This is an optimization exercise on Yosys and OpenROAD, whose aim is small area, a short achievable clock period and few clock cycles per item, not a production implementation. Only simulation tests tie the RTL to the original design; equivalence was not proved. Power is estimated from default activity; no workload was simulated.

<file path="flow/run.sh">
#!/bin/bash
# synth_recipe.tcl (not shown) runs the flow's synth.tcl, then flattens the netlist and writes it again
# the make line also repeats each setting of config.mk as NAME=value (left out here)
make -C /OpenROAD-flow-scripts/flow DESIGN_CONFIG=/design/flow/config.mk WORK_HOME=/design/flow/orfs CLKGATE_MAP_FILE= SYNTH_SCRIPT=/design/flow/synth_recipe.tcl finish
</file>
<file path="flow/config.mk">
export PLATFORM = sky130hd
export DESIGN_NAME = cordic
export DESIGN_NICKNAME = cordic
export VERILOG_FILES = /design/flow/design.v
export SDC_FILE = /design/flow/constraint.sdc
export NUM_CORES = 4
export LEC_CHECK = 0
export CAP_MARGIN = 20
export CORE_MARGIN = 2
export CORE_UTILIZATION = 40
export SETUP_SLACK_MARGIN = 1.2
export SLEW_MARGIN = 20
</file>
<file path="flow/constraint.sdc">
create_clock -name core_clock -period 4.0 [get_ports {clk}]
set_input_delay 0.8000 -clock core_clock [delete_from_list [all_inputs] [get_ports {clk}]]
set_output_delay 0.8000 -clock core_clock [all_outputs]
set_load 0.01 [all_outputs]
</file>
<file path="flow/design.v">
`timescale 1ns / 1ps
module cordic(
    input clk,
    input rst,                 
    input start,               
    input signed [7:0] xin,
    input signed [7:0] yin,
    input signed [7:0] angle,
    output reg signed [7:0] sine,
    output reg done
);
    reg signed [7:0] x, y, z;
    reg [6:0] ph;
    wire idle = ph[0];
    reg [7:0] xs, ys, at;
    integer j, k;
    always @(*) begin
        for (j = 0; j < 8; j = j + 1) begin
            xs[j] = idle & xin[j];
            ys[j] = idle & yin[j];
            for (k = 1; k < 7; k = k + 1) begin
                xs[j] = xs[j] | (ph[k] & x[(j + k > 7) ? 7 : j + k]);
                ys[j] = ys[j] | (ph[k] & y[(j + k > 7) ? 7 : j + k]);
            end
        end
        at = ({8{idle}} & 8'd50) | ({8{ph[1]}} & 8'd29) | ({8{ph[2]}} & 8'd15)
           | ({8{ph[3]}} & 8'd8) | ({8{ph[4]}} & 8'd4) | ({8{ph[5]}} & 8'd2)
           | ({8{ph[6]}} & 8'd1);
    end
    wire signed [7:0] xa = idle ? xin : x;
    wire signed [7:0] ya = idle ? yin : y;
    wire signed [7:0] za = idle ? angle : z;
    wire neg = za[7];
    function [7:0] addsub;
        input [7:0] a, b;
        input n;
        reg [8:0] t;
        begin
            t = {a, 1'b1} + {b ^ {8{n}}, n};
            addsub = t[8:1];
        end
    endfunction
    always @(posedge clk) begin
        x <= addsub(xa, ys, ~neg);
        y <= addsub(ya, xs, neg);
        z <= addsub(za, at, ~neg);
        done <= ph[6] & ~rst;
        if (rst)
            ph <= 7'b0000001;
        else if (idle)
            ph <= start ? 7'b0000010 : 7'b0000001;
        else
            ph <= {ph[5:0], ph[6]};
    end
    always @(*) sine = z[7] ? y - (x >>> 7) : y + (x >>> 7);
endmodule
</file>
==> flow_metrics.tcl, run 1 <==
set metrics [dict create \
    syn_nets 398 \
    hold_path_class "reg2reg" \
    dp_hpwl_mm 5.19 \
    drt_iter0_drc 261 \
    share_seq_of_total_power_pct 20.2 \
    grt_pass1_vias 2478 \
    vias_per_cell 5.45 \
    totalNegativeSetupSlack_ns 0 \
    dieArea_mm2 0.00779 \
    powerDensity_mw_per_mm2 820 \
    crit_slowest_cell "dfxtp_2" \
    cts_tree "yes" \
    fin_crit_ns 2.82 \
    port_buffers 35 \
    coreArea_mm2 0.00683 \
    status "timing/DRC/antenna clean" \
    fp.dieW_um 88.2 \
    start_util_pct 41.6 \
    synth_edf_count 0 \
    clk_pin_slew_ns 0.07 \
    worstPathRequired_ns 3.20 \
    cp_max_fo 4 \
    p_int_w 0.00178 \
    crit_chain "nand2_4 -> buf_6 -> ha_4 -> nor2b_4 -> o21ai_2 -> nand2b_1 -> a21o_1 -> a21oi_2 -> xnor2_1 -> buf_2" \
    tightest_slew_ns 0.479 \
    critPathKind "reg2out" \
    leakage_nw 1.63 \
    drc_errors 0 \
    avgRoutedWirePerCell_um 16.0 \
    vias 2708 \
    critical_path.top_delay_family "compound AO/OA/AOI/OAI gates" \
    cts_num_sinks 32 \
    drtAntennaViolNets 0 \
    synth.ff_latch_count 32 \
    worst_slew_margin_rel_pct 68.0 \
    clock_path_buffers 2 \
    grt_max_degree 47 \
    dp.cells 458 \
    endpoint_kind "output pin" \
    wirelength_mm 7.96 \
    drive_gt1_share_pct 25.7 \
    finalHoldViolations 0 \
    synthCells 342 \
    holdWs_ns 0.510 \
    arrival_ns 2.02 \
    worst_setup_path_start_kind "register" \
    grt_pass1_wl_mm 12.1 \
    synthFlopType "dfxtp_1" \
    antenna_found_initial 0 \
    grt_usage_pct 20.0 \
    peakVddDrop_uv 256 \
    slowest_delay_ns 0.36 \
    pre_cts_ws_ns 0.309 \
    ys_warn_count 1 \
    rows 30 \
    overflow 0 \
    die_h_um 88.2 \
    p_comb_share_pct 69.6 \
    setup_viol 0 \
    final_max_slew_viol_count 0 \
    pin_count 36 \
    clock_latency_ns 0.29 \
    avgSynthCellArea_um2 8.30 \
    dr.pass1.iters 8 \
    power_frac_clock_pct 10.2 \
    clock-skew-final_ns 0.00492 \
    max_cap_viol_count 0 \
    p_sw_w 0.00132 \
    async_flop_share_pct 0 \
    cts_root_buffer "clkbuf_8" \
    fin_cells 497 \
    synth_seq_area_share_pct 22.6 \
    netlist_area_mm2 0.00284 \
    switching_share_pct 42.6 \
    gp_congestion 0.834 \
    rsz0062_at_grt "yes" \
    syn2layout_area_growth_pct 33.1 \
    n_antenna_cell 0 \
    period_share_pct 70.5 \
    path_buf_inv 2 \
    fin_area_mm2 0.00378 \
    placed_area_mm2 0.00326 \
    max_clock_freq_mhz 355 \
    ctsHtreeMaxLevel 2 \
    synth_cell_type_count 48 \
    nets 456 \
    cts-buffers-inserted 5 \
    finalWorstSetupSlack_ns 1.18 \
]
path summary, 6_finish.rpt:
path | from | endpoint | slack [ns] | cells after the start
max | x[7] | sine[6] | 1.18 | 10
min reg2reg | ph[4] | ph[5] | 0.51 | 1
min | ph[4] | ph[5] | 0.51 | 1
max reg2reg | ph[5] | x[7] | 1.34 | 9
placed cells by master, fill, tap and decap left out, types with 3 or more instances in the layout:
cell,count
a21o_1,6
a21oi_1,15
a21oi_2,5
a222oi_1,9
a22oi_1,10
and2_1,4
buf_2,4
buf_4,32
clkbuf_8,5
clkdlybuf4s50_1,27
dfxtp_1,24
dfxtp_2,5
dfxtp_4,3
ha_1,22
ha_4,5
inv_1,19
mux2_2,15
nand2_1,30
nand3_1,3
nand4_1,6
nor2_1,16
nor2b_1,4
nor3_1,5
o21ai_0,19
o21ai_1,5
o21ai_2,3
xnor2_1,42
xor2_1,8
final cells by class:
class	count	area, um2
clock buffer	6	72.6
sequential	32	658
fill	648	3050
tap	96	120
inverter	20	82.6
clock inverter	2	35.0
multi-input combinational	272	2210
timing repair buffer	69	596
flip-flops by register name (all words and copies together) (netlist names):
register  cells
done          1
ph            7
x             8
y             8
z             8
synthesized netlist by cell type (2+ instances only):
cell type  count  area, um2
xnor2_1       44        385
nand3_1        3       15.0
or3_1          2       12.5
and2b_1        2       15.0
xor2_1         8       70.1
o31ai_1        2       15.0
a21o_1         6       45.0
nand2b_1       2       12.5
mux2_2        16        180
a222oi_1       9       90.1
nor3_1         5       25.0
o21a_1         2       15.0
nor2b_1        6       37.5
o21bai_1       2       15.0
buf_2          3       15.0
nand4b_1       2       17.5
nand2_1       31        116
a31oi_1        2       12.5
clkbuf_1      12       45.0
a21oi_1       20        100
and2_1         4       25.0
ha_1          28        350
dfxtp_1       32        641
nand4_1        6       37.5
inv_1         19       71.3
o21ai_0       26        130
a22oi_1       11       82.6
nor2_1        16       60.1
buf_1          2       7.51
through the flow:
stage / utilization, % / total power, W
5_1_grt: 55.3 / 0.00335
6_report: 55.3 / 0.00310
3_5_place_dp: 47.7 / 0.00246
2_1_floorplan: - / 0.00186
3_3_place_gp: 47.7 / 0.00242
4_1_cts: 52.2 / 0.00290
power groups by stage:
| stage | Clock (W) | Sequential (W) | Combinational (W) |
|---|---|---|---|
| 2_1_floorplan | 0 | 0.000540 | 0.00132 |
| 3_3_place_gp | 0 | 0.000608 | 0.00182 |
| 3_5_place_dp | 0 | 0.000612 | 0.00185 |
| 4_1_cts | 0.000323 | 0.000619 | 0.00196 |
| 5_1_grt | 0.000338 | 0.000639 | 0.00237 |
| 6_report | 0.000315 | 0.000625 | 0.00216 |
per-layer routing:
layer | share of wire [%] | up-vias | routed length, um | GRT usage, %
met1 | 46 | 1285 | 3670 | 26.8
met4 | 1.4 | 0 | 108 | 6.47
met2 | 48 | 85 | 3800 | 32.8
li1 | - | 1329 | - | -
met5 | 0 | - | 0 | 0
met3 | 4.8 | 9 | 380 | 3.64
kinds of logic (layout without fill, tap and decap cells):
family                   after synthesis  after routing  share of synthesized area, %
AO/OA/AOI/OAI                         91             91                          21.8
multiplexers                          17             17                          6.88
flip-flops                            32             32                          22.6
AND/OR/NAND/NOR                       83             83                          14.3
adder cells (fa/ha/maj)               29             29                          13.0
XOR/XNOR                              52             52                          16.0
buffers and inverters                 38             97                          5.42
worst register-to-register path, stage by stage (launching register included):
cell and delay, ns:
dfxtp_4 0.36, or4_4 0.58, or2_4 0.26, a222oi_1 0.35
xnor2_1 0.14, ha_1 0.35, o21a_1 0.20, nor2_1 0.11
a31oi_2 0.06, xor2_1 0.15
repair_timing:
item                       4_1_cts  5_1_grt
setup endpoints to repair       23       11
pin swaps                       15       22
gates resized for setup         43       31
hold buffers                     0        0
buffers inserted                17       14
hold endpoints to repair         0        0
Testbench counts, summed over its fixed seeds: cycles 28,000, items 4,000.
==> run 2: changes to the inputs <==
--- a/flow/config.mk
+++ b/flow/config.mk
@@ -7,6 +7,6 @@
 export LEC_CHECK = 0
 export CAP_MARGIN = 20
 export CORE_MARGIN = 2
-export CORE_UTILIZATION = 40
-export SETUP_SLACK_MARGIN = 1.2
+export CORE_UTILIZATION = 70
+export SETUP_SLACK_MARGIN = 0.8
 export SLEW_MARGIN = 20
==> flow_metrics.tcl, run 2 <==
set metrics [dict create \
    arrival_ns 3.25 \
    drtAntennaViolNets 0 \
    hold_path_class "reg2reg" \
    clock-skew-final_ns 0.00712 \
    n_fill_cell 259 \
    max_clock_freq_mhz 326 \
    max_cap_viol_count 0 \
    drc_errors 0 \
    critPathKind "in2reg" \
    share_seq_of_total_power_pct 23.3 \
    crit_slowest_cell "clkdlybuf4s50_1" \
    leakage_nw 1.43 \
    ctsHtreeMaxLevel 2 \
    drt_iter0_drc 223 \
    totalNegativeSetupSlack_ns 0 \
    start_util_pct 72.0 \
    crit_path_frequent_cell "xnor2_1" \
    syn2layout_area_growth_pct 17.1 \
    vias 2610 \
    p_sw_w 0.00120 \
    clock_latency_ns 0.29 \
    nets 426 \
    final_max_slew_viol_count 0 \
    drive_gt1_share_pct 11.9 \
    worst_slew_margin_rel_pct 44.5 \
    synth_top_family_by_area "compound AO/OA/AOI/OAI gates" \
    switching_share_pct 44.0 \
    powerDensity_mw_per_mm2 824 \
    clk_pin_slew_ns 0.07 \
    synth_compound_area_share_pct 21.8 \
    final_common_cell "xnor2_1" \
    synth_cell_type_count 48 \
    finalWorstSetupSlack_ns 0.928 \
    tightest_slew_ns 0.831 \
    setup_viol 0 \
    cts_tree "yes" \
    synth.top_cell.area_share_pct 22.6 \
    grt_max_degree 47 \
    overflow 0 \
    synth_edf_count 0 \
    avgRoutedWirePerCell_um 16.9 \
    n_antenna_cell 0 \
    coreArea_mm2 0.00394 \
    worst_setup_path_start_kind "primary input" \
    antenna_found_initial 0 \
    grt_usage_pct 33.7 \
    yosys.area_share.simple_pct 14.3 \
    synth.ff_latch_count 32 \
    endpoint_kind "register" \
    fin_crit_ns 3.07 \
    cts.hold.buffers_added 0 \
    muxShareOfSynthArea_pct 6.88 \
    port_buffers 35 \
    synthTopCellsByArea "dfxtp_1 23%, xnor2_1 14%, ha_1 12%" \
    fp.dieW_um 67.7 \
    p_comb_share_pct 67.1 \
    biggestRegsByFlops "x x8, y x8, z x8" \
    wirelength_mm 7.12 \
    cts_num_sinks 32 \
    status "timing/DRC/antenna clean" \
    cts_root_buffer "clkbuf_8" \
    gp_congestion 0.894 \
    power_frac_clock_pct 9.6 \
    pin_count 36 \
    ys_warn_count 1 \
    cp_max_fo 17 \
    peakVddDrop_uv 615 \
    clock_path_buffers 2 \
    cts-buffers-inserted 5 \
    rows 23 \
    holdWs_ns 0.663 \
    netlist_area_mm2 0.00284 \
    grt_pass1_wl_mm 11.5 \
    rsz0062_at_grt "yes" \
    worstPathRequired_ns 4.17 \
    dr.pass1.iters 6 \
    dp_hpwl_mm 5.20 \
    syn_nets 398 \
    synthCells 342 \
    synth_fa_ha_area_share_pct 13.0 \
    p_int_w 0.00153 \
    synth_seq_area_share_pct 22.6 \
    avgSynthCellArea_um2 8.30 \
    vias_per_cell 6.20 \
    layout_common_cells "44 x xnor2_1, 31 x clkdlybuf4s50_1, 30 x nand2_1, 30 x dfxtp_1, 28 x ha_1" \
    async_flop_share_pct 0 \
    synthTopCellsByCount "44 x xnor2_1, 32 x dfxtp_1, 31 x nand2_1, 28 x ha_1, 26 x o21ai_0" \
    slowest_delay_ns 0.49 \
    pre_cts_ws_ns 0.452 \
    post-synth-top-count-cell "xnor2_1" \
    yosysTopAreaCell "dfxtp_1" \
    grt_pass1_vias 2671 \
    die_h_um 67.7 \
    synthFlopType "dfxtp_1" \
    dieArea_mm2 0.00458 \
    finalHoldViolations 0 \
    crit_chain "clkdlybuf4s50_1 -> mux2_2 -> inv_6 -> xnor2_1 -> ha_1 -> a21o_1 -> a21oi_1 -> nor2b_1 -> a311oi_2 -> o21ai_1 -> xnor2_1" \
    period_share_pct 76.8 \
    synth_xor_area_share_pct 16.0 \
]
==> run 2: cell counts after synthesis <==
No cell type changed its count.
==> run 2: repair_timing <==
action | in CTS | in global routing
endpoints found under the setup margin | 6 | 6
gates resized for setup | 13 | 7
cloned | 0 | 0
setup buffers | 2 | 0
==> run 2: area by class of cell <==
class / instances / area (um2) / share of cell area (%)
repair buffers: 39 / 375 / 11.3
flip-flops and latches: 32 / 648 / 19.5
inverters: 20 / 80.1 / 2.41
clock buffers: 6 / 82.6 / 2.48
well taps: 50 / 62.6 / 1.88
multi-input cells: 272 / 2060 / 62.1
clock inverters: 2 / 10.0 / 0.301
==> run 2: cell families (layout without fill, tap and decap cells) <==
group,after synthesis,count (layout)
flip-flops,32,32
adder cells (fa/ha/maj),29,29
XOR/XNOR,52,52
buffers and inverters,38,67
AO/OA/AOI/OAI,91,91
AND/OR/NAND/NOR,83,83
multiplexers,17,17
==> run 2: routing by layer <==
| layer | track usage (%) | wire length (um) |
|---|---|---|
| met1 | 39.1 | 2890 |
| met2 | 58.6 | 3590 |
| met3 | 7.00 | 450 |
| met4 | 16.1 | 188 |
| met5 | 0 | 0 |
==> run 2: path summary, 6_finish.rpt <==
path	from	to	slack (ns)	cells past startpoint
max	angle[7]	y[7]	0.93	11
min	ph[5]	ph[6]	0.66	1
max reg2reg	ph[3]	x[7]	1.08	9
min reg2reg	ph[5]	ph[6]	0.66	1
==> run 2: worst max-delay path: cells and delay by family <==
kind                       cells  cell delay, ns
AOI/OAI and AO/OA              4            0.77
buffers and inverters          2            0.66
muxes                          1            0.35
adders and majority gates      1            0.35
xor gates and xnor gates       2            0.24
and+or+nand+nor                1            0.07
==> run 2: power by group through the flow <==
| stage | clock [W] | combinational (W) | sequential, W |
|---|---|---|---|
| floorplan | 0 | 0.00131 | 0.000540 |
| global placement | 0 | 0.00176 | 0.000624 |
| detailed placement | 0 | 0.00183 | 0.000630 |
| CTS | 0.000264 | 0.00183 | 0.000622 |
| global route | 0.000278 | 0.00205 | 0.000647 |
| finish | 0.000264 | 0.00184 | 0.000638 |
==> run 2: stage by stage <==
stage	power (W)	util [%]	cells	area (um2)
2_1_floorplan	0.00185	-	342	2840
3_3_place_gp	0.00239	80.9	411	3190
3_5_place_dp	0.00246	80.9	411	3190
4_1_cts	0.00271	83.9	421	3310
5_1_grt	0.00297	84.3	421	3320
6_report	0.00274	84.3	421	3320
==> run 3: changes to the inputs <==
==> flow/flow/run.sh (new file) <==
#!/bin/bash
# The standard layout, with the port buffers made from buf_2 cells instead of the
# slow delay buffers buffer_ports picks by default.
set -euo pipefail
export BUFFER_PORTS_ARGS="-buffer_cell sky130_fd_sc_hd__buf_2"
bash standard.sh > standard.log 2>&1
==> flow/standard.sh (new file) <==
#!/bin/bash
# synth_recipe.tcl (not shown) runs the flow's synth.tcl, then flattens the netlist and writes it again
# the make line also repeats each setting of config.mk as NAME=value (left out here)
make -C /OpenROAD-flow-scripts/flow DESIGN_CONFIG=/design/flow/config.mk WORK_HOME=/design/flow/orfs CLKGATE_MAP_FILE= SYNTH_SCRIPT=/design/flow/synth_recipe.tcl "${@:-finish}"
--- a/flow/config.mk
+++ b/flow/config.mk
@@ -7,6 +7,6 @@
 export LEC_CHECK = 0
 export CAP_MARGIN = 20
 export CORE_MARGIN = 2
-export CORE_UTILIZATION = 70
+export CORE_UTILIZATION = 40
 export SETUP_SLACK_MARGIN = 0.8
 export SLEW_MARGIN = 20
removed: flow/run.sh
==> flow_metrics.tcl, run 3 <==
set metrics [dict create \
    yosysTopAreaCell "dfxtp_1" \
    wirelength_mm 6.34 \
    grt_max_degree 47 \
    leakage_nw 1.39 \
    vias 2419 \
    grt_pass1_wl_mm 10.8 \
    arrival_ns 2.23 \
    synth.ff_latch_count 32 \
    ys_warn_count 1 \
    antenna_found_initial 0 \
    clock_path_buffers 2 \
    p_int_w 0.00139 \
    worst_setup_path_start_kind "register" \
    endpoint_kind "output pin" \
    final_common_cell "xnor2_1" \
    drc_errors 0 \
    hold_path_class "reg2reg" \
    synthCells 342 \
    cts-buffers-inserted 5 \
    rows 30 \
    die_h_um 88.2 \
    async_flop_share_pct 0 \
    rsz0062_at_grt "no" \
    n_antenna_cell 0 \
    fp.dieW_um 88.2 \
    dieArea_mm2 0.00779 \
    avgRoutedWirePerCell_um 13.6 \
    drtAntennaViolNets 0 \
    p_comb_share_pct 65.0 \
    cts_num_sinks 32 \
    start_util_pct 41.6 \
    nets 424 \
    synthTopCellsByArea "dfxtp_1 23%, xnor2_1 14%, ha_1 12%" \
    powerDensity_mw_per_mm2 789 \
    share_seq_of_total_power_pct 24.7 \
    pin_count 36 \
    cts_root_buffer "clkbuf_8" \
    clk_pin_slew_ns 0.08 \
    synthTopCellsByCount "44 x xnor2_1, 32 x dfxtp_1, 31 x nand2_1, 28 x ha_1, 26 x o21ai_0" \
    netlist_area_mm2 0.00284 \
    ctsHtreeMaxLevel 2 \
    final_max_slew_viol_count 0 \
    drive_gt1_share_pct 19.5 \
    clock-skew-final_ns 0.00799 \
    dp.cells 457 \
    switching_share_pct 44.6 \
    grt_pass1_vias 2195 \
    holdWs_ns 0.653 \
    synth_seq_area_share_pct 22.6 \
    biggestRegsByFlops "x x8, y x8, z x8" \
    dr.pass1.iters 5 \
    cp_max_fo 9 \
    port_buffers 35 \
    overflow 0 \
    coreArea_mm2 0.00683 \
    syn2layout_area_growth_pct 11.6 \
    post-synth-top-count-cell "xnor2_1" \
    layout_common_cells "44 x xnor2_1, 35 x buf_2, 31 x dfxtp_1, 30 x nand2_1, 28 x ha_1" \
    cts_tree "yes" \
    fin_cells 465 \
    period_share_pct 75.8 \
    gp_congestion 0.833 \
    syn_nets 398 \
    totalNegativeSetupSlack_ns 0 \
    dp_hpwl_mm 4.86 \
    max_cap_viol_count 0 \
    tightest_slew_ns 0.765 \
    grt_usage_pct 17.8 \
    power_frac_clock_pct 10.2 \
    vias_per_cell 5.20 \
    synth.top_cell.area_share_pct 22.6 \
    status "timing/DRC/antenna clean" \
    finalHoldViolations 0 \
    fin_crit_ns 3.03 \
    cts_setup_buffers 0 \
    synthFlopType "dfxtp_1" \
    worst_slew_margin_rel_pct 48.9 \
    avgSynthCellArea_um2 8.30 \
    synth_cell_type_count 48 \
    p_sw_w 0.00112 \
    peakVddDrop_uv 286 \
    setup_viol 0 \
    critPathKind "reg2out" \
    synth_edf_count 0 \
    max_clock_freq_mhz 330 \
    drt_iter0_drc 155 \
    worstPathRequired_ns 3.20 \
    clock_latency_ns 0.29 \
]
[run 3: cell counts after synthesis]
No cell type changed its count.
[run 3: through the flow]
| stage | util, % | power (W) | worst slack, ns | cell area, um2 |
|---|---|---|---|---|
| floorplan | - | 0.00185 | 1.18 | 2840 |
| global placement | 44.9 | 0.00223 | 0.748 | 3070 |
| detailed placement | 44.9 | 0.00224 | 0.720 | 3070 |
| CTS | 46.4 | 0.00252 | 0.848 | 3170 |
| global route | 46.4 | 0.00277 | 0.815 | 3170 |
| finish | 46.4 | 0.00250 | 0.967 | 3170 |
[run 3: critical path, cell delays in order, from the launching register on]
cell,delay [ns]
dfxtp_4,0.44
nand2_2,0.16
ha_1,0.34
nor2b_1,0.14
o21ai_0,0.15
nand2b_1,0.10
a21o_1,0.18
a21oi_1,0.16
xnor2_1,0.13
buf_2,0.14
[run 3: what timing repair did]
action                                  in CTS  in global routing
gates cloned                                 0                  0
hold buffers                                 0                  0
gates resized for setup                      3                  2
endpoints found under the setup margin       3                  2
[run 3: path summary, 6_finish.rpt]
| check | startpoint | to | slack [ns] | cells past startpoint |
|---|---|---|---|---|
| worst max register to register | ph[3] | x[7] | 1.18 | 9 |
| worst min register to register | z[6] | z[7] | 0.65 | 3 |
| worst min-delay path | z[6] | z[7] | 0.65 | 3 |
| worst max-delay path | x[7] | sine[6] | 0.97 | 9 |
[run 3: final cells by class]
class	instances	area, um2
flip-flops and latches	32	644
multi-input cells	272	2050
well taps	96	120
clock inverters	3	23.8
clock buffers	5	68.8
fillers	712	3660
inverters	20	75.1
repair buffers	37	190
[run 3: cells by family (layout without fill, tap and decap cells)]
family                   count (synthesis)  after routing  share of synthesized area, %
AO/OA/AOI/OAI                           91             91                          21.8
AND/OR/NAND/NOR                         83             83                          14.3
XOR/XNOR                                52             52                          16.0
buffers and inverters                   38             65                          5.42
flip-flops                              32             32                          22.6
adder cells (fa/ha/maj)                 29             29                          13.0
multiplexers                            17             17                          6.88
[run 3: power by group through the flow]
| stage | Combinational (W) | Clock, W | Sequential (W) |
|---|---|---|---|
| finish | 0.00163 | 0.000256 | 0.000619 |
| global route | 0.00184 | 0.000282 | 0.000640 |
| CTS | 0.00164 | 0.000267 | 0.000617 |
| detailed placement | 0.00163 | 0 | 0.000618 |
| global placement | 0.00161 | 0 | 0.000618 |
| floorplan | 0.00131 | 0 | 0.000540 |
[run 3: per-layer routing]
metal  track usage, %  vias up  part of all wire, %
met5                0        -                    0
met4             4.82        0                  1.1
met3             2.99        6                  6.2
met2             25.6       67                   41
met1             27.1     1076                   52
li1                 -     1270                    -
==> run 4: changes to the inputs <==
--- a/flow/config.mk
+++ b/flow/config.mk
@@ -7,6 +7,6 @@
 export LEC_CHECK = 0
 export CAP_MARGIN = 20
 export CORE_MARGIN = 2
-export CORE_UTILIZATION = 40
-export SETUP_SLACK_MARGIN = 0.8
+export CORE_UTILIZATION = 70
+export SETUP_SLACK_MARGIN = 1.2
 export SLEW_MARGIN = 20
==> flow_metrics.tcl, run 4 <==
set metrics [dict create \
    post-synth-top-count-cell "xnor2_1" \
    min_path_cells 1 \
    avgSynthCellArea_um2 8.30 \
    gp_congestion 0.975 \
    drt_iter0_drc 200 \
    netlist_area_mm2 0.00284 \
    layout_common_cells "44 x xnor2_1, 35 x buf_2, 30 x nand2_1" \
    fin_area_mm2 0.00337 \
    crit_chain "ha_4 -> fa_2 -> nor2b_1 -> o21ai_1 -> nand2b_1 -> a21o_1 -> a21oi_2 -> xnor2_1 -> buf_2" \
    max_clock_freq_mhz 341 \
    peakVddDrop_uv 576 \
    worstPathRequired_ns 3.20 \
    worst_slew_margin_rel_pct 69.4 \
    synth.top_cell.area_share_pct 22.6 \
    syn2layout_area_growth_pct 18.9 \
    grt_pass1_wl_mm 11.4 \
    wirelength_mm 7.65 \
    synthCells 342 \
    cts-buffers-inserted 5 \
    slowest_delay_ns 0.39 \
    async_flop_share_pct 0 \
    synth_seq_area_share_pct 22.6 \
    pin_count 36 \
    r2r_end "y[7]" \
    syn_nets 398 \
    finalHoldViolations 0 \
    arrival_ns 2.13 \
    synthFlopType "dfxtp_1" \
    synthTopCellsByCount "44 x xnor2_1, 32 x dfxtp_1, 31 x nand2_1, 28 x ha_1, 26 x o21ai_0" \
    synth_cell_type_count 48 \
    clock_path_buffers 2 \
    dieArea_mm2 0.00458 \
    clk_pin_slew_ns 0.07 \
    clock_latency_ns 0.29 \
    overflow 0 \
    cts.hold.buffers_added 0 \
    worst_setup_path_start_kind "register" \
    ctsHtreeMaxLevel 2 \
    n_antenna_cell 0 \
    tightest_slew_ns 0.458 \
    min_from "ph[5]" \
    utilization_pct 85.6 \
    ys_warn_count 1 \
    critPathKind "reg2out" \
    die_h_um 67.7 \
    power_w 0.00294 \
    dr.pass1.iters 9 \
    powerDensity_mw_per_mm2 871 \
    cp_max_fo 3 \
    leakage_nw 1.50 \
    drtAntennaViolNets 0 \
    rows 23 \
    status "timing/DRC/antenna clean" \
    vias 2734 \
    avgRoutedWirePerCell_um 17.6 \
    nets 439 \
    totalNegativeSetupSlack_ns 0 \
    coreArea_mm2 0.00394 \
    synthTopCellsByArea "dfxtp_1 23%, xnor2_1 14%, ha_1 12%" \
    crit-reg2reg-launch "ph[5]" \
    final_common_cell "xnor2_1" \
    period_share_pct 73.3 \
    r2r.worst_path.cells 10 \
    cts_root_buffer "clkbuf_8" \
    final_max_slew_viol_count 0 \
    dp_hpwl_mm 4.84 \
    drive_gt1_share_pct 29.2 \
    cts_num_sinks 32 \
    yosysTopAreaCell "dfxtp_1" \
    synth.ff_latch_count 32 \
    fp.dieW_um 67.7 \
    dp.cells 410 \
    placed_area_mm2 0.00301 \
    grt_pass1_vias 2400 \
    fin_crit_ns 2.93 \
    drc_errors 0 \
    grt_max_degree 47 \
    biggestRegsByFlops "x x8, y x8, z x8" \
    hold_end "ph[6]" \
    fin_cells 434 \
    grt_usage_pct 33.5 \
    hold_path_class "reg2reg" \
    setup_viol 0 \
    antenna_found_initial 0 \
    start_util_pct 72.0 \
    cts_tree "yes" \
    n_fill_cell 240 \
    reg2reg_slack_ns 1.27 \
    crit_slowest_cell "dfxtp_4" \
    port_buffers 35 \
    clock-skew-final_ns 0.00246 \
    max_cap_viol_count 0 \
    endpoint_kind "output pin" \
    synth_edf_count 0 \
    vias_per_cell 6.30 \
    rsz0062_at_grt "yes" \
]
-- run 4: cell counts after synthesis --
No cell type changed its count.
-- run 4: worst max path at each step --
| stage | start | end | slack (ns) |
|---|---|---|---|
| 5_1_grt | x[7] | sine[6] | 1.01 |
| 3_5_place_dp | angle[7] | y[7] | 0.72 |
| 3_3_place_gp | angle[7] | y[7] | 0.75 |
| 4_1_cts | x[7] | sine[5] | 1.18 |
| 6_report | x[7] | sine[6] | 1.07 |
| 2_1_floorplan | angle[7] | x[6] | 1.23 |
-- run 4: critical path: cells and delay by family (launching register included) --
family	cells	cell delay [ns]
buffers and inverters	1	0.15
AOI/OAI and AO/OA	3	0.34
DFF	1	0.39
adders and majority gates	2	0.53
and+or+nand+nor	2	0.26
xor gates and xnor gates	1	0.15
-- run 4: area by class of cell --
class                      count  area, um2  share of cell area, %
clock inverter                 2       10.0                  0.297
clock buffer                   6       82.6                   2.45
timing repair buffer          52        310                   9.20
multi-input combinational    272       2160                   64.0
tap                           50       62.6                   1.85
sequential                    32        666                   19.7
inverter                      20       82.6                   2.45
-- run 4: cells by family (layout without fill, tap and decap cells) --
group / Yosys count / in the layout / synth area share, %
multiplexers: 17 / 17 / 6.88
buffers and inverters: 38 / 80 / 5.42
AO/OA/AOI/OAI: 91 / 91 / 21.8
XOR/XNOR: 52 / 52 / 16.0
AND/OR/NAND/NOR: 83 / 83 / 14.3
flip-flops: 32 / 32 / 22.6
adder cells (fa/ha/maj): 29 / 29 / 13.0
-- run 4: stage by stage --
step | hold WS (ns) | setup WS (ns)
after global routing | 0.553 | 1.01
final | 0.549 | 1.07
after floorplan | 0.594 | 1.23
after global placement | 0.648 | 0.754
after detailed placement | 0.667 | 0.723
after CTS | 0.601 | 1.18
-- run 4: report_power, final --
part           leakage (nW)  switching [W]  total [W]  internal, W
combinational          1.18        0.00103    0.00202     0.000992
clock                0.0510       0.000130   0.000267     0.000137
sequential            0.272       0.000178   0.000647     0.000470
total                  1.50        0.00134    0.00294      0.00160
-- run 4: routing by layer --
layer / share of wire, % / GRT usage, % / up-vias
met5: 0 / 0 / -
met4: 2.7 / 13.5 / 0
met3: 8.2 / 7.17 / 25
met2: 48 / 57.7 / 168
met1: 41 / 40.2 / 1244
li1: - / - / 1297
-- run 4: what timing repair did --
action,4_1_cts,5_1_grt
gates resized for setup,22,23
buffers inserted,6,10
endpoints found under the setup margin,10,9
pin swaps,5,10
endpoints found under the hold margin,0,0
==> run 5: changes to the inputs <==
--- a/flow/config.mk
+++ b/flow/config.mk
@@ -5,8 +5,9 @@
 export SDC_FILE = /design/flow/constraint.sdc
 export NUM_CORES = 4
 export LEC_CHECK = 0
+export ABC_CLOCK_PERIOD_IN_PS = 2000
 export CAP_MARGIN = 20
 export CORE_MARGIN = 2
 export CORE_UTILIZATION = 70
-export SETUP_SLACK_MARGIN = 1.2
+export SETUP_SLACK_MARGIN = 0.8
 export SLEW_MARGIN = 20
==> flow_metrics.tcl, run 5 <==
set metrics [dict create \
    cts_num_sinks 32 \
    dr_wl_met2_mm 3.31 \
    antenna_found_initial 0 \
    clk_pin_slew_ns 0.07 \
    worstPathRequired_ns 3.20 \
    n_fill_cell 289 \
    worst_setup_path_start_kind "register" \
    synth_seq_area_share_pct 22.6 \
    rows 23 \
    synth_compound_area_share_pct 21.8 \
    drive_gt1_share_pct 19.3 \
    finalHoldViolations 0 \
    async_flop_share_pct 0 \
    syn_nets 398 \
    netlist_area_mm2 0.00284 \
    period_share_pct 76.6 \
    setup_viol 0 \
    avgRoutedWirePerCell_um 15.9 \
    syn2layout_area_growth_pct 9.39 \
    final_common_cell "xnor2_1" \
    peakVddDrop_uv 551 \
    crit_slowest_cell "dfxtp_2" \
    worst_slew_margin_rel_pct 47.8 \
    synth_top_family_by_area "compound AO/OA/AOI/OAI gates" \
    ctsHtreeMaxLevel 2 \
    cts_root_buffer "clkbuf_8" \
    vias 2570 \
    synthCells 342 \
    synth.top_cell.area_share_pct 22.6 \
    status "timing/DRC/antenna clean" \
    cp_max_fo 8 \
    cts-buffers-inserted 5 \
    route.met3.wl_um 399 \
    layout_common_cells "44 x xnor2_1, 35 x buf_2, 30 x nand2_1, 30 x dfxtp_1, 28 x ha_1" \
    drt-met1-wl_mm 2.81 \
    final_max_slew_viol_count 0 \
    start_util_pct 72.0 \
    grt_pass1_wl_mm 10.6 \
    grt_usage_pct 31.1 \
    drt_iter0_drc 189 \
    nets 423 \
    biggestRegsByFlops "x x8, y x8, z x8" \
    fin_crit_ns 3.06 \
    endpoint_kind "output pin" \
    dr.pass1.iters 5 \
    clock_latency_ns 0.29 \
    die_h_um 67.7 \
    muxShareOfSynthArea_pct 6.88 \
    drtAntennaViolNets 0 \
    critPathKind "reg2out" \
    gp_congestion 0.917 \
    synthFlopType "dfxtp_1" \
    powerDensity_mw_per_mm2 824 \
    drc_errors 0 \
    synth_cell_type_count 48 \
    totalNegativeSetupSlack_ns 0 \
    n_antenna_cell 0 \
    placed_area_mm2 0.00301 \
    overflow 0 \
    arrival_ns 2.26 \
    path_buf_inv 1 \
    dieArea_mm2 0.00458 \
    tightest_slew_ns 0.782 \
    avgSynthCellArea_um2 8.30 \
    pin_count 36 \
    slowest_delay_ns 0.41 \
    crit_chain "nand2_2 -> ha_1 -> nor2b_1 -> o21ai_0 -> nand2b_1 -> a21o_1 -> a21oi_1 -> xnor2_1 -> buf_2" \
    grt_pass1_vias 2335 \
    coreArea_mm2 0.00394 \
    cts_setup_buffers 0 \
    critical_path.top_delay_family "compound AO/OA/AOI/OAI gates" \
    cts.hold.buffers_added 0 \
    max_cap_viol_count 0 \
    synth_edf_count 0 \
    vias_per_cell 6.15 \
    topRoutingLayerUsed "met4" \
    hold_path_class "reg2reg" \
    post-synth-top-count-cell "xnor2_1" \
    ys_warn_count 1 \
    clock_path_buffers 2 \
    synthTopCellsByCount "44 x xnor2_1, 32 x dfxtp_1, 31 x nand2_1, 28 x ha_1, 26 x o21ai_0" \
    synth.ff_latch_count 32 \
    dp_hpwl_mm 4.95 \
    clock-skew-final_ns 0.00462 \
    yosysTopAreaCell "dfxtp_1" \
    synth_fa_ha_area_share_pct 13.0 \
    max_clock_freq_mhz 326 \
    wirelength_mm 6.66 \
    leakage_nw 1.39 \
    utilization_pct 78.8 \
    rsz0062_at_grt "no" \
    synthTopCellsByArea "dfxtp_1 23%, xnor2_1 14%, ha_1 12%" \
    grt_max_degree 47 \
    yosys.area_share.simple_pct 14.3 \
    port_buffers 35 \
    synth_xor_area_share_pct 16.0 \
    fp.dieW_um 67.7 \
    cts_tree "yes" \
    fin_area_mm2 0.00311 \
]
## run 5: area by class of cell
class                      instances  area, um2  share of cell area, %
clock buffer                       8       90.1                   2.90
inverter                          20       75.1                   2.42
multi-input combinational        272       2050                   66.0
sequential                        32        646                   20.8
tap                               50       62.6                   2.01
timing repair buffer              36        183                   5.88
## run 5: worst register-to-register path: stages (launching register included)
cell and delay [ns]:
dfxtp_1 0.46, or4_4 0.65, or2_2 0.32, a222oi_1 0.38
xnor2_1 0.17, ha_1 0.29, o21a_1 0.20, nor2_1 0.08
a31oi_1 0.06, xor2_1 0.16
## run 5: path summary, 6_finish.rpt
check | from | end | slack, ns | depth (start not counted)
max | z[7] | sine[6] | 0.94 | 9
min | z[6] | z[7] | 0.65 | 3
min reg2reg | z[6] | z[7] | 0.65 | 3
max reg2reg | ph[3] | x[7] | 1.13 | 9
## run 5: per-layer routing
metal	GRT usage [%]	vias up
li1	-	1270
met1	37.1	1178
met2	54.0	104
met3	6.00	18
met4	13.3	0
met5	0	-
## run 5: repair_timing
| item | in CTS | in global routing |
|---|---|---|
| resized for setup | 4 | 4 |
| setup endpoints to repair | 3 | 3 |
| gates cloned | 0 | 0 |
| pin swaps | 0 | 1 |
## run 5: metrics by stage
step,hold slack [ns],cells,setup slack (ns),total power [W]
3_5_place_dp,0.642,410,0.717,0.00227
6_report,0.646,418,0.936,0.00256
4_1_cts,0.645,418,0.875,0.00255
3_3_place_gp,0.632,410,0.779,0.00222
2_1_floorplan,0.594,342,1.18,0.00185
5_1_grt,0.688,418,0.822,0.00279
## run 5: cell families (layout without fill, tap and decap cells)
family | after synthesis | count (layout)
compound gates | 91 | 91
simple gates | 83 | 83
xor+xnor | 52 | 52
buf+inv | 38 | 64
flops | 32 | 32
fa+ha+maj | 29 | 29
mux | 17 | 17
## run 5: where the power goes
group / internal [W] / switching (W) / total [W]
Combinational: 0.000803 / 0.000859 / 0.00166
Sequential: 0.000467 / 0.000168 / 0.000635
Clock: 0.000140 / 0.000121 / 0.000261
==> run 6: changes to the inputs <==
--- a/flow/flow/run.sh
+++ b/flow/flow/run.sh
@@ -3,4 +3,5 @@
 # slow delay buffers buffer_ports picks by default.
 set -euo pipefail
 export BUFFER_PORTS_ARGS="-buffer_cell sky130_fd_sc_hd__buf_2"
+export ADDER_MAP_FILE=
 bash standard.sh > standard.log 2>&1
--- a/flow/config.mk
+++ b/flow/config.mk
@@ -5,7 +5,6 @@
 export SDC_FILE = /design/flow/constraint.sdc
 export NUM_CORES = 4
 export LEC_CHECK = 0
-export ABC_CLOCK_PERIOD_IN_PS = 2000
 export CAP_MARGIN = 20
 export CORE_MARGIN = 2
 export CORE_UTILIZATION = 70
==> flow_metrics.tcl, run 6 <==
set metrics [dict create \
    pre_cts_ws_ns 0.679 \
    drt_iter0_drc 216 \
    dp_hpwl_mm 4.82 \
    biggestRegsByFlops "x x8, y x8, z x8" \
    syn2layout_area_growth_pct 9.80 \
    dr.pass1.iters 6 \
    crit_path_frequent_cell "maj3_2" \
    fp.dieW_um 67.1 \
    totalNegativeSetupSlack_ns 0 \
    synth.top_cell.area_share_pct 23.0 \
    period_share_pct 76.5 \
    avgRoutedWirePerCell_um 16.3 \
    dieArea_mm2 0.00450 \
    antenna_found_initial 0 \
    cts.hold.buffers_added 0 \
    yosysTopAreaCell "dfxtp_1" \
    grt_usage_pct 32.5 \
    status "timing/DRC/antenna clean" \
    cts_num_sinks 32 \
    cts_setup_buffers 0 \
    rows 22 \
    synth_edf_count 0 \
    async_flop_share_pct 0 \
    drtAntennaViolNets 0 \
    synth.ff_latch_count 32 \
    worst_setup_path_start_kind "register" \
    die_h_um 67.1 \
    grt_pass1_wl_mm 11.2 \
    utilization_pct 81.7 \
    gp_congestion 0.878 \
    path_buf_inv 1 \
    dp.cells 407 \
    peakVddDrop_uv 388 \
    slowest_delay_ns 0.45 \
    vias 2627 \
    powerDensity_mw_per_mm2 689 \
    finalHoldViolations 0 \
    finalWorstSetupSlack_ns 0.941 \
    fin_crit_ns 3.06 \
    final_common_cell "xnor2_1" \
    synthFlopType "dfxtp_1" \
    wirelength_mm 6.78 \
    start_util_pct 74.4 \
    placed_area_mm2 0.00292 \
    worstPathRequired_ns 4.17 \
    clock_latency_ns 0.29 \
    synthTopCellsByCount "55 x xnor2_1, 34 x nand2_1, 32 x dfxtp_1, 18 x nor2_1, 17 x o21ai_0" \
    leakage_nw 1.27 \
    clk_pin_slew_ns 0.07 \
    crit-reg2reg-launch "ph[0]" \
    drive_gt1_share_pct 18.8 \
    coreArea_mm2 0.00374 \
    cts-buffers-inserted 5 \
    drc_errors 0 \
    final_max_slew_viol_count 0 \
    setup.worst_path.start "ph[0]" \
    setup_viol 0 \
    vias_per_cell 6.33 \
    ctsHtreeMaxLevel 2 \
    arrival_ns 3.23 \
    worst_slew_margin_rel_pct 55.5 \
    endpoint_kind "register" \
    nets 393 \
    fin_cells 415 \
    netlist_area_mm2 0.00278 \
    max_cap_viol_count 0 \
    crit_slowest_cell "mux2_4" \
    tightest_slew_ns 0.667 \
    clock_path_buffers 2 \
    rsz0062_at_grt "yes" \
    max_clock_freq_mhz 327 \
    synth_cell_type_count 50 \
    grt_pass1_vias 2475 \
    min_from "ph[0]" \
    overflow 0 \
    fin_area_mm2 0.00306 \
    syn_nets 373 \
    grt_max_degree 35 \
    n_antenna_cell 0 \
    synthCells 346 \
    cts_resized 0 \
    critPathKind "reg2reg" \
    cts_tree "yes" \
    crit_chain "buf_4 -> mux2_4 -> xnor2_1 -> maj3_2 -> a21oi_2 -> o211ai_2 -> maj3_2 -> maj3_2 -> xnor2_1" \
    hold_path_class "reg2reg" \
    pin_count 36 \
    layout_common_cells "55 x xnor2_1, 35 x buf_2, 34 x nand2_1, 31 x dfxtp_1, 18 x nor2_1" \
    clock-skew-final_ns 0.00894 \
    avgSynthCellArea_um2 8.05 \
    ys_warn_count 1 \
    synth_seq_area_share_pct 23.0 \
    post-synth-top-count-cell "xnor2_1" \
    cts_root_buffer "clkbuf_8" \
    port_buffers 35 \
    critical_path.top_delay_family "adder cells" \
    cp_max_fo 23 \
    synthTopCellsByArea "dfxtp_1 23%, xnor2_1 17%, xor2_1 4.7%" \
]
## run 6: metrics by stage
stage	total power [W]	hold WS, ns
finish	0.00211	0.548
detailed placement	0.00173	0.517
global route	0.00225	0.570
floorplan	0.00147	0.555
CTS	0.00208	0.535
global placement	0.00169	0.517
## run 6: metal layers
layer	share of wire (%)	vias to the layer above	global-route usage (%)	wire length, um
met2	47	125	55.6	3160
met1	43	1195	40.7	2920
met3	8.1	23	6.59	548
met4	2.1	0	9.69	145
li1	-	1284	-	-
met5	0	-	0	0
## run 6: logic make-up after synthesis
kind of cell / count (synthesis) / share of synthesized area, %
compound gates: 82 / 20.4
xor+xnor: 70 / 22.0
fa+ha+maj: 8 / 3.15
buf+inv: 33 / 5.62
flops: 32 / 23.0
mux: 24 / 9.35
simple gates: 97 / 16.4
## run 6: final timing paths
kind,endpoint,slack (ns),cells past startpoint
worst max-delay path,y[7],0.94,9
worst min-delay path,ph[1],0.55,2
worst max register to register,y[7],0.94,9
worst min register to register,ph[1],0.55,2
## run 6: where the power goes
part / internal [W] / switching, W / total [W]
combinational: 0.000525 / 0.000557 / 0.00108
sequential: 0.000449 / 0.000231 / 0.000680
clock: 0.000220 / 0.000125 / 0.000345
## run 6: layout make-up
cell class	instances	area [um2]
tap	48	60.1
inverter	8	30.0
clock buffer	7	96.3
sequential	32	642
timing repair buffer	38	198
fill	263	687
clock inverter	1	30.0
multi-input combinational	281	2000
## run 6: worst min-delay path, cell delays in order, from the launching register on
cell	delay [ns]
dfxtp_2	0.37
nand2_1	0.09
nor2_1	0.04
==> run 7: changes to the inputs <==
--- a/flow/flow/run.sh
+++ b/flow/flow/run.sh
@@ -3,5 +3,5 @@
 # slow delay buffers buffer_ports picks by default.
 set -euo pipefail
 export BUFFER_PORTS_ARGS="-buffer_cell sky130_fd_sc_hd__buf_2"
-export ADDER_MAP_FILE=
+
 bash standard.sh > standard.log 2>&1
--- a/flow/config.mk
+++ b/flow/config.mk
@@ -5,6 +5,7 @@
 export SDC_FILE = /design/flow/constraint.sdc
 export NUM_CORES = 4
 export LEC_CHECK = 0
+export ABC_AREA = 1
 export CAP_MARGIN = 20
 export CORE_MARGIN = 2
 export CORE_UTILIZATION = 70
==> flow_metrics.tcl, run 7 <==
set metrics [dict create \
    r2r.worst_path.cells 10 \
    slowest_delay_ns 0.43 \
    synth.top_cell.area_share_pct 21.6 \
    pin_count 36 \
    synthFlopType "dfxtp_1" \
    port_buffers 35 \
    coreArea_mm2 0.00403 \
    synthCells 438 \
    n_fill_cell 303 \
    totalNegativeSetupSlack_ns 0 \
    clk_pin_slew_ns 0.07 \
    rsz0062_at_grt "yes" \
    grt_pass1_vias 2857 \
    dp.cells 516 \
    netlist_area_mm2 0.00297 \
    tightest_slew_ns 0.531 \
    cts.hold.buffers_added 0 \
    syn2layout_area_growth_pct 10.2 \
    layout_common_cells "145 x nand2_1, 47 x inv_1, 35 x buf_2, 32 x xor2_1, 31 x dfxtp_1" \
    clock_latency_ns 0.29 \
    max_clock_freq_mhz 327 \
    start_util_pct 73.8 \
    cts_root_buffer "clkbuf_8" \
    gp_congestion 0.920 \
    min_path_cells 2 \
    drtAntennaViolNets 0 \
    cts_tree "yes" \
    dieArea_mm2 0.00478 \
    status "timing/DRC/antenna clean" \
    fin_area_mm2 0.00327 \
    yosysTopAreaCell "dfxtp_1" \
    placed_area_mm2 0.00316 \
    avgSynthCellArea_um2 6.78 \
    n_antenna_cell 0 \
    post-synth-top-count-cell "nand2_1" \
    nets 529 \
    fin_crit_ns 3.06 \
    cts_num_sinks 32 \
    worstPathRequired_ns 3.20 \
    final_common_cell "nand2_1" \
    async_flop_share_pct 0 \
    peakVddDrop_uv 433 \
    crit_chain "nand2_2 -> ha_1 -> nand2_1 -> o21ai_0 -> a21oi_1 -> o21ai_0 -> xor2_1 -> buf_2" \
    endpoint_kind "output pin" \
    rows 23 \
    drive_gt1_share_pct 13.7 \
    vias_per_cell 5.73 \
    drc_errors 0 \
    cts_setup_buffers 0 \
    leakage_nw 1.81 \
    critPathKind "reg2out" \
    max_cap_viol_count 0 \
    dr.pass1.iters 5 \
    fp.dieW_um 69.2 \
    crit_path_frequent_cell "o21ai_0" \
    arrival_ns 2.26 \
    dp_hpwl_mm 5.74 \
    grt_usage_pct 32.1 \
    crit_slowest_cell "dfxtp_2" \
    synth.ff_latch_count 32 \
    setup_viol 0 \
    vias 3004 \
    overflow 0 \
    finalWorstSetupSlack_ns 0.943 \
    biggestRegsByFlops "x x8, y x8, z x8" \
    finalHoldViolations 0 \
    synth_seq_area_share_pct 21.6 \
    synth_cell_type_count 37 \
    wirelength_mm 7.32 \
    ctsHtreeMaxLevel 2 \
    fin_cells 524 \
    cts-buffers-inserted 5 \
    cp_max_fo 9 \
    clock-skew-final_ns 0.00444 \
    hold_path_class "reg2reg" \
    worst_slew_margin_rel_pct 64.6 \
    grt_pass1_wl_mm 12.7 \
    synth_edf_count 0 \
    seq_area_um2 642 \
    grt_max_degree 26 \
    worst_setup_path_start_kind "register" \
    pre_cts_ws_ns 1.01 \
    die_h_um 69.2 \
    syn_nets 494 \
    clock_path_buffers 2 \
    ys_warn_count 1 \
    drt_iter0_drc 192 \
    antenna_found_initial 0 \
    multi_input_area_mm2 0.00208 \
    synthTopCellsByArea "dfxtp_1 22%, nand2_1 18%, ha_1 12%" \
    avgRoutedWirePerCell_um 14.0 \
    final_max_slew_viol_count 0 \
    synthTopCellsByCount "146 x nand2_1, 47 x inv_1, 32 x dfxtp_1, 32 x xor2_1, 28 x ha_1" \
    powerDensity_mw_per_mm2 814 \
    period_share_pct 76.4 \
]
==> run 7: cell count changes in the layout (fill, tap and decap cells not counted), sizes merged, moves of 10 or more <==
cell    change
a22oi      -13
mux2i      -14
nand2     +114
xor2       +18
ha         +28
a222oi     -10
nor3       -10
mux2       -10
inv        +41
xnor2      -45
==> run 7: critical path: cells and delay by family (launching register included) <==
family / cells / cell delay [ns]
buf+inv: 1 / 0.14
simple gates: 2 / 0.24
flops: 1 / 0.43
fa+ha+maj: 1 / 0.38
xor+xnor: 1 / 0.15
compound gates: 3 / 0.63
==> run 7: where the power goes <==
group          internal, W  switching (W)  total (W)
combinational     0.000731        0.00103    0.00176
clock             0.000185       0.000127   0.000312
sequential        0.000466       0.000129   0.000595
==> run 7: cells by family (layout without fill, tap and decap cells) <==
kind of cell             after synthesis  count (layout)  share of synthesized area, %
AO/OA/AOI/OAI                         84              84                          17.6
XOR/XNOR                              43              43                          12.9
adder cells (fa/ha/maj)               29              29                          12.5
buffers and inverters                 59              95                          8.63
flip-flops                            32              32                          21.6
AND/OR/NAND/NOR                      191             191                          26.8
==> run 7: cell type report <==
cell class,instances,area share (%)
Multi-Input combinational cell,347,63.5
Clock inverter,2,1.07
Sequential cell,32,19.6
Clock buffer,6,2.22
Tap cell,50,1.91
Inverter,49,5.62
Timing Repair Buffer,38,6.04
==> run 7: final timing paths <==
kind | startpoint | endpoint | slack (ns)
setup / recovery | x[7] | sine[5] | 0.94
hold / removal | ph[6] | done | 0.62
setup reg to reg | ph[0] | z[5] | 1.34
hold reg to reg | ph[6] | done | 0.62
==> run 7: stage by stage <==
step                      power, W  util (%)  hold WS [ns]
after floorplan            0.00189         -         0.511
after global placement     0.00226      78.5         0.588
after detailed placement   0.00233      78.5         0.588
after CTS                  0.00265      81.2         0.596
after global routing       0.00292      81.3         0.666
final                      0.00267      81.3         0.615
==> run 7: metal layers <==
metal	global-route usage (%)	wire (um)	share of wire, %	vias to the layer above
li1	-	-	-	1506
met1	41.3	3170	43	1349
met2	54.3	3460	47	129
met3	4.82	517	7.1	20
met4	11.3	170	2.3	0
met5	0	0	0	-
==> run 7: what timing repair did <==
action | in CTS | in global routing
cloned | 0 | 0
setup endpoints to repair | 3 | 3
hold endpoints to repair | 0 | 0
gates resized for setup | 1 | 2
==> run 8: changes to the inputs <==
--- a/flow/config.mk
+++ b/flow/config.mk
@@ -5,9 +5,11 @@
 export SDC_FILE = /design/flow/constraint.sdc
 export NUM_CORES = 4
 export LEC_CHECK = 0
-export ABC_AREA = 1
 export CAP_MARGIN = 20
 export CORE_MARGIN = 2
 export CORE_UTILIZATION = 70
+export CTS_BUF_LIST = sky130_fd_sc_hd__clkbuf_16
+export CTS_CLUSTER_DIAMETER = 200
+export CTS_CLUSTER_SIZE = 50
 export SETUP_SLACK_MARGIN = 0.8
 export SLEW_MARGIN = 20
==> flow_metrics.tcl, run 8 <==
set metrics [dict create \
    start_util_pct 72.0 \
    avgSynthCellArea_um2 8.30 \
    peakVddDrop_uv 570 \
    vias 2547 \
    drc_errors 0 \
    layout_common_cells "44 x xnor2_1, 35 x buf_2, 30 x nand2_1, 30 x dfxtp_1, 28 x ha_1" \
    grt_pass1_vias 2316 \
    dieArea_mm2 0.00458 \
    synth_cell_type_count 48 \
    final_max_slew_viol_count 0 \
    syn_nets 398 \
    fin_area_mm2 0.00316 \
    synthCells 342 \
    synthTopCellsByArea "dfxtp_1 23%, xnor2_1 14%, ha_1 12%" \
    drt_iter0_drc 215 \
    synthFlopType "dfxtp_1" \
    synth.ff_latch_count 32 \
    rows 23 \
    biggestRegsByFlops "x x8, y x8, z x8" \
    n_antenna_cell 0 \
    final_common_cell "xnor2_1" \
    setup_viol 0 \
    coreArea_mm2 0.00394 \
    ys_warn_count 1 \
    drtAntennaViolNets 0 \
    vias_per_cell 6.09 \
    totalNegativeSetupSlack_ns 0 \
    synth.top_cell.area_share_pct 22.6 \
    syn2layout_area_growth_pct 11.2 \
    port_buffers 35 \
    cp_max_fo 17 \
    post-synth-top-count-cell "xnor2_1" \
    rsz0062_at_grt "no" \
    dr.pass1.iters 6 \
    synth_edf_count 0 \
    max_cap_viol_count 0 \
    grt_pass1_wl_mm 10.4 \
    netlist_area_mm2 0.00284 \
    arrival_ns 3.18 \
    clk_pin_slew_ns 0.05 \
    period_share_pct 75.4 \
    dp_hpwl_mm 4.95 \
    grt_usage_pct 30.8 \
    grt_max_degree 47 \
    synthTopCellsByCount "44 x xnor2_1, 32 x dfxtp_1, 31 x nand2_1, 28 x ha_1, 26 x o21ai_0" \
    yosysTopAreaCell "dfxtp_1" \
    clock_latency_ns 0.28 \
    nets 423 \
    pin_count 36 \
    tightest_slew_ns 0.772 \
    synth_seq_area_share_pct 22.6 \
    antenna_found_initial 0 \
    drive_gt1_share_pct 19.0 \
    cts_root_buffer "clkbuf_16" \
    avgRoutedWirePerCell_um 15.9 \
    worstPathRequired_ns 4.16 \
    overflow 0 \
    clock-skew-final_ns 0.00373 \
    worst_setup_path_start_kind "primary input" \
    powerDensity_mw_per_mm2 843 \
    placed_area_mm2 0.00301 \
    fp.dieW_um 67.7 \
    die_h_um 67.7 \
    ctsHtreeMaxLevel 2 \
    cts-buffers-inserted 5 \
    async_flop_share_pct 0 \
    fin_crit_ns 3.02 \
    critPathKind "in2reg" \
    worst_slew_margin_rel_pct 48.5 \
    wirelength_mm 6.65 \
    utilization_pct 80.1 \
    cts_tree "yes" \
    status "timing/DRC/antenna clean" \
    gp_congestion 0.917 \
    max_clock_freq_mhz 332 \
    leakage_nw 1.43 \
    hold_path_class "reg2reg" \
    cts_num_sinks 32 \
    finalHoldViolations 0 \
    clock_path_buffers 2 \
    endpoint_kind "register" \
]
## run 8: changes by cell type after synthesis, moves of 6 or more
cell	before	now
nand3_1	11	3
inv_1	47	19
nand2_1	146	31
xnor2_1	10	44
o2111ai_1	8	0
mux2_2	0	16
xor2_1	32	8
a222oi_1	0	9
clkbuf_1	0	12
nor2b_1	0	6
a22oi_1	0	11
## run 8: kinds of logic (layout without fill, tap and decap cells)
| kind of cell | Yosys count | after routing | share of synthesized area, % |
|---|---|---|---|
| flip-flops | 32 | 32 | 22.6 |
| adder cells (fa/ha/maj) | 29 | 29 | 13.0 |
| AO/OA/AOI/OAI | 91 | 91 | 21.8 |
| XOR/XNOR | 52 | 52 | 16.0 |
| AND/OR/NAND/NOR | 83 | 83 | 14.3 |
| buffers and inverters | 38 | 64 | 5.42 |
| multiplexers | 17 | 17 | 6.88 |
## run 8: final timing paths
check	endpoint	start	depth (start not counted)	slack, ns
max	y[7]	angle[7]	11	0.98
max reg2reg	x[7]	ph[3]	9	1.13
min	z[7]	z[6]	3	0.65
min reg2reg	z[7]	z[6]	3	0.65
## run 8: per-stage QoR
step	setup slack [ns]	hold WS (ns)	power (W)	cells
3_3_place_gp	0.779	0.632	0.00222	410
2_1_floorplan	1.18	0.594	0.00185	342
4_1_cts	0.808	0.640	0.00264	418
5_1_grt	0.805	0.671	0.00289	418
3_5_place_dp	0.717	0.642	0.00227	410
6_report	0.984	0.646	0.00266	418
## run 8: worst max-delay path: stages
cell	delay, ns
buf_2	0.14
mux2_2	0.42
inv_2	0.38
xnor2_1	0.14
ha_1	0.36
a21o_1	0.18
a21oi_1	0.15
nor2b_1	0.08
a311oi_2	0.29
o21ai_1	0.13
xnor2_1	0.13
## run 8: cell type report
type                       instances  area, um2
tap                               50       62.6
sequential                        32        646
clock inverter                     3       11.3
clock buffer                       5        125
inverter                          20       75.1
fill                             286        786
timing repair buffer              36        183
multi-input combinational        272       2050
## run 8: power breakdown
| part | switching [W] | total [W] | internal [W] |
|---|---|---|---|
| registers | 0.000171 | 0.000639 | 0.000468 |
| logic | 0.000862 | 0.00167 | 0.000803 |
| clock network | 0.000135 | 0.000358 | 0.000223 |
| total | 0.00117 | 0.00266 | 0.00149 |
## run 8: layer usage
layer / part of all wire [%] / track usage (%) / vias up
met1: 44 / 36.2 / 1186
met5: 0 / 0 / -
li1: - / - / 1271
met4: 1.5 / 12.5 / 0
met2: 49 / 53.2 / 79
met3: 5.1 / 7.67 / 11
## run 8: timing repair
| action | in CTS | in global routing |
|---|---|---|
| hold buffers | 0 | 0 |
| setup buffers | 0 | 0 |
| pin swaps | 0 | 1 |
| cloned | 0 | 0 |
| resized for setup | 3 | 5 |
| setup endpoints to repair | 3 | 3 |
==> run 9: changes to the inputs <==
--- a/flow/flow/run.sh
+++ b/flow/flow/run.sh
@@ -3,5 +3,4 @@
 # slow delay buffers buffer_ports picks by default.
 set -euo pipefail
 export BUFFER_PORTS_ARGS="-buffer_cell sky130_fd_sc_hd__buf_2"
-
 bash standard.sh > standard.log 2>&1
--- a/flow/config.mk
+++ b/flow/config.mk
@@ -8,8 +8,5 @@
 export CAP_MARGIN = 20
 export CORE_MARGIN = 2
 export CORE_UTILIZATION = 70
-export CTS_BUF_LIST = sky130_fd_sc_hd__clkbuf_16
-export CTS_CLUSTER_DIAMETER = 200
-export CTS_CLUSTER_SIZE = 50
 export SETUP_SLACK_MARGIN = 0.8
 export SLEW_MARGIN = 20
==> flow_metrics.tcl, run 9 <==
set metrics [dict create \
    clock-skew-final_ns 0.00462 \
    finalHoldViolations 0 \
    fin_cells 418 \
    arrival_ns 2.26 \
    ctsHtreeMaxLevel 2 \
    peakVddDrop_uv 551 \
    fin_crit_ns 3.06 \
    endpoint_kind "output pin" \
    post-synth-top-count-cell "xnor2_1" \
    cts_num_sinks 32 \
    setup_viol 0 \
    pre_cts_ws_ns 0.717 \
    overflow 0 \
    placed_area_mm2 0.00301 \
    rows 23 \
    synth_edf_count 0 \
    drc_errors 0 \
    max_cap_viol_count 0 \
    cp_max_fo 8 \
    ys_warn_count 1 \
    utilization_pct 78.8 \
    r2r_end "x[7]" \
    crit_slowest_cell "dfxtp_2" \
    fp.dieW_um 67.7 \
    fin_area_mm2 0.00311 \
    synthCells 342 \
    dieArea_mm2 0.00458 \
    synth_seq_area_share_pct 22.6 \
    port_buffers 35 \
    dr.pass1.iters 5 \
    avgRoutedWirePerCell_um 15.9 \
    synthTopCellsByArea "dfxtp_1 23%, xnor2_1 14%, ha_1 12%" \
    worstPathRequired_ns 3.20 \
    clock_path_buffers 2 \
    vias 2570 \
    leakage_nw 1.39 \
    wirelength_mm 6.66 \
    tightest_slew_ns 0.782 \
    crit-reg2reg-launch "ph[3]" \
    crit_chain "nand2_2 -> ha_1 -> nor2b_1 -> o21ai_0 -> nand2b_1 -> a21o_1 -> a21oi_1 -> xnor2_1 -> buf_2" \
    antenna_found_initial 0 \
    rsz0062_at_grt "no" \
    coreArea_mm2 0.00394 \
    synthTopCellsByCount "44 x xnor2_1, 32 x dfxtp_1, 31 x nand2_1, 28 x ha_1, 26 x o21ai_0" \
    die_h_um 67.7 \
    drtAntennaViolNets 0 \
    biggestRegsByFlops "x x8, y x8, z x8" \
    gp_congestion 0.917 \
    clock_latency_ns 0.29 \
    cts_root_buffer "clkbuf_8" \
    nets 423 \
    path_buf_inv 1 \
    totalNegativeSetupSlack_ns 0 \
    worst_slew_margin_rel_pct 47.8 \
    synthFlopType "dfxtp_1" \
    dp.cells 410 \
    setup.worst_path.start "z[7]" \
    grt_pass1_vias 2335 \
    final_common_cell "xnor2_1" \
    cts_setup_buffers 0 \
    grt_usage_pct 31.1 \
    max_clock_freq_mhz 326 \
    n_fill_cell 289 \
    vias_per_cell 6.15 \
    critical_path.top_delay_family "compound AO/OA/AOI/OAI gates" \
    synth_cell_type_count 48 \
    clk_pin_slew_ns 0.07 \
    pin_count 36 \
    start_util_pct 72.0 \
    syn_nets 398 \
    final_max_slew_viol_count 0 \
    reg2reg_slack_ns 1.13 \
    cts.hold.buffers_added 0 \
    grt_max_degree 47 \
    async_flop_share_pct 0 \
    path_depth 9 \
    yosysTopAreaCell "dfxtp_1" \
    synth.ff_latch_count 32 \
    status "timing/DRC/antenna clean" \
    hold_path_class "reg2reg" \
    r2r.worst_path.cells 9 \
    critPathKind "reg2out" \
    finalWorstSetupSlack_ns 0.936 \
    grt_pass1_wl_mm 10.6 \
    syn2layout_area_growth_pct 9.39 \
    worst_setup_path_start_kind "register" \
    synth.top_cell.area_share_pct 22.6 \
    netlist_area_mm2 0.00284 \
    cts-buffers-inserted 5 \
    min_path_cells 3 \
    crit_end "sine[6]" \
    slowest_delay_ns 0.41 \
    drive_gt1_share_pct 19.3 \
    cts_tree "yes" \
    avgSynthCellArea_um2 8.30 \
    drt_iter0_drc 189 \
    layout_common_cells "44 x xnor2_1, 35 x buf_2, 30 x nand2_1, 30 x dfxtp_1, 28 x ha_1" \
    n_antenna_cell 0 \
    period_share_pct 76.6 \
    dp_hpwl_mm 4.95 \
    powerDensity_mw_per_mm2 824 \
]
## run 9: cell counts after synthesis
No cell type changed its count.
## run 9: logic make-up (layout without fill, tap and decap cells)
| group | after synthesis | after routing | share of synthesized area, % |
|---|---|---|---|
| buffers and inverters | 38 | 64 | 5.42 |
| AO/OA/AOI/OAI | 91 | 91 | 21.8 |
| XOR/XNOR | 52 | 52 | 16.0 |
| flip-flops | 32 | 32 | 22.6 |
| AND/OR/NAND/NOR | 83 | 83 | 14.3 |
| adder cells (fa/ha/maj) | 29 | 29 | 13.0 |
| multiplexers | 17 | 17 | 6.88 |
## run 9: per-stage QoR
step	total power, W	hold slack [ns]
final	0.00256	0.646
after floorplan	0.00185	0.594
after detailed placement	0.00227	0.642
after CTS	0.00255	0.645
after global placement	0.00222	0.632
after global routing	0.00279	0.688
## run 9: cell type report
| type | count | area [um2] | area share, % |
|---|---|---|---|
| clock buffer | 8 | 90.1 | 2.90 |
| inverter | 20 | 75.1 | 2.42 |
| multi-input combinational | 272 | 2050 | 66.0 |
| sequential | 32 | 646 | 20.8 |
| tap | 50 | 62.6 | 2.01 |
| timing repair buffer | 36 | 183 | 5.88 |
## run 9: tightest hold or removal path: stages, from the launching register on
cell	delay [ns]
dfxtp_1	0.31
mux2_2	0.14
ha_1	0.13
a21oi_1	0.04
## run 9: power by group
part | switching (W) | internal (W) | total [W]
sequential | 0.000168 | 0.000467 | 0.000635
clock | 0.000121 | 0.000140 | 0.000261
combinational | 0.000859 | 0.000803 | 0.00166
total | 0.00115 | 0.00141 | 0.00256
## run 9: how the worst min path moves through the flow
| stage | startpoint | to | slack (ns) |
|---|---|---|---|
| floorplan | ph[3] | ph[4] | 0.59 |
| global placement | ph[5] | ph[6] | 0.63 |
| detailed placement | z[6] | z[7] | 0.64 |
| CTS | ph[5] | ph[6] | 0.64 |
| global route | ph[5] | ph[6] | 0.69 |
| finish | z[6] | z[7] | 0.65 |
## run 9: repair_timing
| action | 4_1_cts | 5_1_grt |
|---|---|---|
| pin swaps | 0 | 1 |
| cloned | 0 | 0 |
| endpoints found under the setup margin | 3 | 3 |
| resized for setup | 4 | 4 |
## run 9: routing by layer
metal / global-route usage (%) / wire, um / vias up
met5: 0 / 0 / -
met4: 13.3 / 138 / 0
met3: 6.00 / 399 / 18
met2: 54.0 / 3310 / 104
met1: 37.1 / 2810 / 1178
li1: - / - / 1270

separate check: timing with driven ports:
In the flow no input, the clock included, has a driving cell. The finished layouts below were timed again as built, in two steps. Step 1 sets driving cells, clkbuf_16 on the clock port and buf_2 on the other inputs (assumed; they add their load-dependent delay and slew). Step 2, shift: input delay + t, output delay - t, t = (earliest + latest rising clock arrival at the registers) / 2. This alone moves slack from input paths to output paths. Slacks: ideal ports / drivers / drivers and shift; pairs: ideal ports / drivers.
run	t, ns	slack for setup (ns)	worst setup path after step 2	worst register clock-pin slew, ns	cell pins on the clock port's net
run 1	0.319	1.179 / 1.149 / 0.964	input to register	0.07 / 0.07	1
run 2	0.320	0.928 / 0.900 / 0.601	input to register	0.07 / 0.07	1
run 3	0.318	0.967 / 0.935 / 0.709	input to register	0.08 / 0.08	1
run 4	0.320	1.068 / 1.040 / 0.934	input to register	0.07 / 0.07	1
run 5	0.319	0.936 / 0.907 / 0.686	input to register	0.07 / 0.07	1
run 6	0.308	0.941 / 0.941 / 0.752	input to register	0.07 / 0.07	1
run 7	0.315	0.943 / 0.914 / 0.987	input to register	0.07 / 0.07	1
run 8	0.309	0.984 / 0.966 / 0.689	input to register	0.05 / 0.05	1
run 9	0.319	0.936 / 0.907 / 0.686	input to register	0.07 / 0.07	1
After both steps setup and hold are still met in every run listed. For run 2, which loses most, drivers alone change the setup slack by -0.028 ns; drivers and shift together by -0.327 ns.
